Background: an optimization exercise with open tools, aiming at small area, a short achievable clock period and few clock cycles per item. Do not read the settings as production practice.
Where RTL was checked, it was by simulation tests only, not by an equivalence proof against the original.

==> run Y: inputs <==
==> flow/design.v <==
module gcd_coprocessor #( parameter W = 16 ) (
  input clk,
  input reset,
  input operands_val,
  input [W-1:0] operands_bits_A,
  input [W-1:0] operands_bits_B,
  output operands_rdy,
  output result_val,
  output [W-1:0] result_bits,
  input result_rdy
);
  function [3:0] ctz(input [W-1:0] v);
    integer i;
    begin
      ctz = 4'd0;
      for (i = W - 1; i >= 0; i = i - 1)
        if (v[i]) ctz = i;
    end
  endfunction
  reg [W-1:0] A, B;
  reg [3:0]   k;       
  reg         fin;     
  reg         busy;
  wire [W-1:0] xab = A ^ B;
  wire eq   = ~|xab;
  wire bz   = ~|B;
  wire kz   = (k == 4'd0);
  wire stop = eq | fin;
  wire done = busy & stop & kz;
  assign result_val   = done;
  assign result_bits  = A;
  assign operands_rdy = ~busy | (done & result_rdy);
  wire load = operands_val & operands_rdy;
  wire both_even = ~A[0] & ~B[0];
  wire         sub = B[0] | bz;
  wire [W:0]   d = {1'b0, A} - {1'b0, B};
  wire         neg = d[W];
  wire [W-1:0] y = sub ? xab : B;         
  wire [3:0]   s = both_even ? 4'd1 : ctz(y);
  wire [W-1:0] f = d[W-1:0] ^ {W{neg}};   
  wire [W-1:0] g = sub ? f : B;
  wire [W-1:0] bnext = (g >> s) | {{(W-1){1'b0}}, sub & neg};
  wire swap = B[0] & (~A[0] | ~neg);
  always @(posedge clk or posedge reset) begin
    if (reset) begin
      busy <= 1'b0;
    end else if (load) begin
      busy <= 1'b1;
    end else if (done & result_rdy) begin
      busy <= 1'b0;
    end
  end
  wire a_load = load;
  wire a_shl  = ~load & busy & stop & ~kz;
  wire a_shr  = ~load & busy & ~stop & both_even;
  wire a_swp  = ~load & busy & ~stop & ~both_even & swap;
  wire a_hold = ~(a_load | a_shl | a_shr | a_swp);
  wire b_new  = ~load & busy & ~stop;
  wire b_hold = ~(load | b_new);
  wire [W-1:0] anext = ({W{a_load}} & operands_bits_A) | ({W{a_shl}} & (A << 1))
                     | ({W{a_shr}} & (A >> 1)) | ({W{a_swp}} & B) | ({W{a_hold}} & A);
  wire [W-1:0] bnext2 = ({W{load}} & operands_bits_B) | ({W{b_new}} & bnext) | ({W{b_hold}} & B);
  wire k_dec = a_shl;
  wire k_inc = a_shr;
  wire [3:0] knext = ({4{k_dec}} & (k - 4'd1)) | ({4{k_inc}} & (k + 4'd1))
                   | ({4{~load & ~k_dec & ~k_inc}} & k);
  wire finnext = ~load & (fin | a_shl);
  always @(posedge clk) begin
    A <= anext;
    B <= bnext2;
    k   <= knext;
    fin <= finnext;
  end
endmodule
==> flow/flow/run.sh <==
#!/bin/bash
# The standard layout (the standard.sh on all ORFS steps), with the port
# buffers that global placement inserts made the smallest buffer cell
# (sky130_fd_sc_hd__buf_1) instead of the delay buffer buffer_ports picks by
# itself. Every input and output port still gets its own buffer.
set -euo pipefail
export BUFFER_PORTS_ARGS="-buffer_cell sky130_fd_sc_hd__buf_1"
bash standard.sh > run_standard.log 2>&1
==> flow/standard.sh <==
#!/bin/bash
# synth_recipe.tcl (not shown) runs the flow's synth.tcl, then flattens the netlist and writes it again
# the make line also repeats each setting of config.mk as NAME=value (left out here)
make -C /OpenROAD-flow-scripts/flow DESIGN_CONFIG=/design/flow/config.mk WORK_HOME=/design/flow/orfs CLKGATE_MAP_FILE= SYNTH_SCRIPT=/design/flow/synth_recipe.tcl "${@:-finish}"
==> flow/config.mk <==
export PLATFORM = sky130hd
export DESIGN_NAME = gcd_coprocessor
export DESIGN_NICKNAME = gcd_coprocessor
export VERILOG_FILES = /design/flow/design.v
export SDC_FILE = /design/flow/constraint.sdc
export NUM_CORES = 4
export LEC_CHECK = 0
export ABC_AREA = 1
export CAP_MARGIN = 20
export CELL_PAD_IN_SITES_DETAIL_PLACEMENT = 0
export CELL_PAD_IN_SITES_GLOBAL_PLACEMENT = 1
export CORE_AREA = 5 5 115 115
export DIE_AREA = 0 0 120 120
export PLACE_DENSITY = 0.5
export SETUP_SLACK_MARGIN = 1.5
export SLEW_MARGIN = 20
export TNS_END_PERCENT = 5
==> flow/constraint.sdc <==
create_clock -name core_clock -period 5.0 [get_ports {clk}]
set_input_delay 1.0000 -clock core_clock [delete_from_list [all_inputs] [get_ports {clk}]]
set_output_delay 1.0000 -clock core_clock [all_outputs]
set_load 0.01 [all_outputs]
==> run A: changes against run Y <==
Settings changed: CORE_AREA 5 5 115 115 to 5 5 95 95, DIE_AREA 0 0 120 120 to 0 0 100 100, PLACE_DENSITY 0.5 to 0.85, TNS_END_PERCENT 5 to default.
==> run P: changes against run Y <==
==> flow/design.v, changed modules only <==
module gcd_coprocessor #( parameter W = 16 ) (
  input clk,
  input reset,
  input operands_val,
  input [W-1:0] operands_bits_A,
  input [W-1:0] operands_bits_B,
  output operands_rdy,
  output result_val,
  output [W-1:0] result_bits,
  input result_rdy
);
  reg [W-1:0] A, B;
  reg [3:0]   k;       
  reg         busy;
  wire [W-1:0] xab = A ^ B;
  wire eq   = ~|xab;
  wire kz   = (k == 4'd0);
  wire done = busy & eq & kz;
  assign result_val   = done;
  assign result_bits  = A;
  assign operands_rdy = ~busy | (done & result_rdy);
  wire load = operands_val & operands_rdy;
  wire both_even = ~A[0] & ~B[0];
  wire [W:0]   d = {1'b0, A} - {1'b0, B};
  wire         neg = d[W];
  wire [W-1:0] y = B[0] ? xab : B;        
  function [3:0] ctz(input [W-1:0] v);
    integer i;
    begin
      ctz = 4'd0;
      for (i = W - 1; i >= 0; i = i - 1)
        if (v[i]) ctz = i;
    end
  endfunction
  wire [3:0]   s = ctz(y);
  wire [W-1:0] f = d[W-1:0] ^ {W{neg}};   
  wire [W-1:0] g = B[0] ? f : B;
  wire [W-1:0] bodd = (g >> s) | {{(W-1){1'b0}}, 1'b1};
  wire swap = B[0] & (~A[0] | ~neg);
  always @(posedge clk or posedge reset) begin
    if (reset) begin
      busy <= 1'b0;
    end else if (load) begin
      busy <= 1'b1;
    end else if (done & result_rdy) begin
      busy <= 1'b0;
    end
  end
  always @(posedge clk) begin
    if (load) begin
      A <= operands_bits_A;
      B <= (operands_bits_B == {W{1'b0}}) ? operands_bits_A : operands_bits_B;
      k <= 4'd0;
    end else if (busy) begin
      if (eq) begin
        if (!kz) begin
          A <= A << 1;
          B <= B << 1;
          k <= k - 4'd1;
        end
      end else if (both_even) begin
        A <= A >> 1;
        B <= B >> 1;
        k <= k + 4'd1;
      end else begin
        if (swap) A <= B;
        B <= bodd;
      end
    end
  end
endmodule
==> flow/run.sh (new file) <==
#!/bin/bash
# synth_recipe.tcl (not shown) runs the flow's synth.tcl, then flattens the netlist and writes it again
# the make line also repeats each setting of config.mk as NAME=value (left out here)
make -C /OpenROAD-flow-scripts/flow DESIGN_CONFIG=/design/flow/config.mk WORK_HOME=/design/flow/orfs CLKGATE_MAP_FILE= SYNTH_SCRIPT=/design/flow/synth_recipe.tcl finish
Settings changed: ABC_AREA 1 to default, SETUP_SLACK_MARGIN 1.5 to 1.0.
removed: flow/flow/run.sh
removed: flow/standard.sh
==> notes <==
- Cell count: run P > run Y > run A.
- Between run P and run Y, the lower first-iteration DRC count is in run Y (gap about 110%, measured against run Y).
- In run A the design area is smaller than in run P, by about 25%.
- Of run P and run A, run A has the higher sequential cell count (gap 1).
==> figures <==
item                                                                                  run Y                      run A                       run P
Final-layout clock buffer total                                                           5                          7                           6
Leading cell type in the layout, fill and taps excluded            sky130_fd_sc_hd__nand2_1   sky130_fd_sc_hd__nand2_1    sky130_fd_sc_hd__a21oi_1
Setup repair after global routing missed its margin                                    true                      false                        true
Clock latency reported for the late side of the worst-skew pair                     0.29 ns                    0.29 ns                     0.28 ns
Syn Inst Count                                                                          634                        634                         641
Primary flip-flop cell chosen by synthesis mapping                 sky130_fd_sc_hd__dfxtp_1   sky130_fd_sc_hd__dfxtp_1   sky130_fd_sc_hd__edfxtp_1
Yosys top cell by area                                             sky130_fd_sc_hd__dfxtp_1   sky130_fd_sc_hd__dfxtp_1   sky130_fd_sc_hd__edfxtp_1
Highest achievable clock rate                                                     0.294 GHz                  0.302 GHz                   0.258 GHz
Worst Hold Path EP                                                                      fin                        fin                        k[3]
Met2 Routed Length                                                             6600 microns               6310 microns                8660 microns
Clock root buffer                                                sky130_fd_sc_hd__clkbuf_16  sky130_fd_sc_hd__clkbuf_8  sky130_fd_sc_hd__clkbuf_16
Synthesized-area fraction occupied by and/or/nand/nor cells                           0.359                      0.359                       0.216
Multi-input combinational gate total                                                    488                        488                         530
Wire length of the first global-routing pass                                  23500 microns              21500 microns               28600 microns
Worst slew margin                                                                     0.558                      0.568                       0.507
Status                                                     no timing/DRC/antenna violations  no timing/DRC/antenna violations  no timing/DRC/antenna violations
Testbench counts of run Y, summed over its fixed seeds: cycles 6,282, items 512.
Testbench counts of run A, summed over its fixed seeds: cycles 6,282, items 512.
No functional check of the RTL was part of run P.

afterwards: timing with drivers on the ports:
The results above use ideal ports. As a check the final layouts listed here were re-extracted and re-timed, cells and wires unchanged. Step 1 (the two cells are an assumption about what drives the block):
set clk [get_ports {clk}]
set_driving_cell -lib_cell sky130_fd_sc_hd__clkbuf_16 $clk
set_driving_cell -lib_cell sky130_fd_sc_hd__buf_2 [delete_from_list [all_inputs] $clk]
Step 2, shift: input delay + t, output delay - t, t = (earliest + latest rising clock arrival at the registers) / 2. This alone moves slack from input paths to output paths. a / b / c = ideal ports / drivers / drivers and shift; a / b = the first two.
| run | t, ns | setup slack, ns | pins driven straight from the clock port |
|---|---|---|---|
| run Y | 0.318 | 1.593 / 1.560 / 1.700 | 1 |
| run A | 0.319 | 1.685 / 1.654 / 1.724 | 1 |
| run P | 0.316 | 1.123 / 1.089 / 1.155 | 1 |
After both steps every run listed still meets setup and hold.
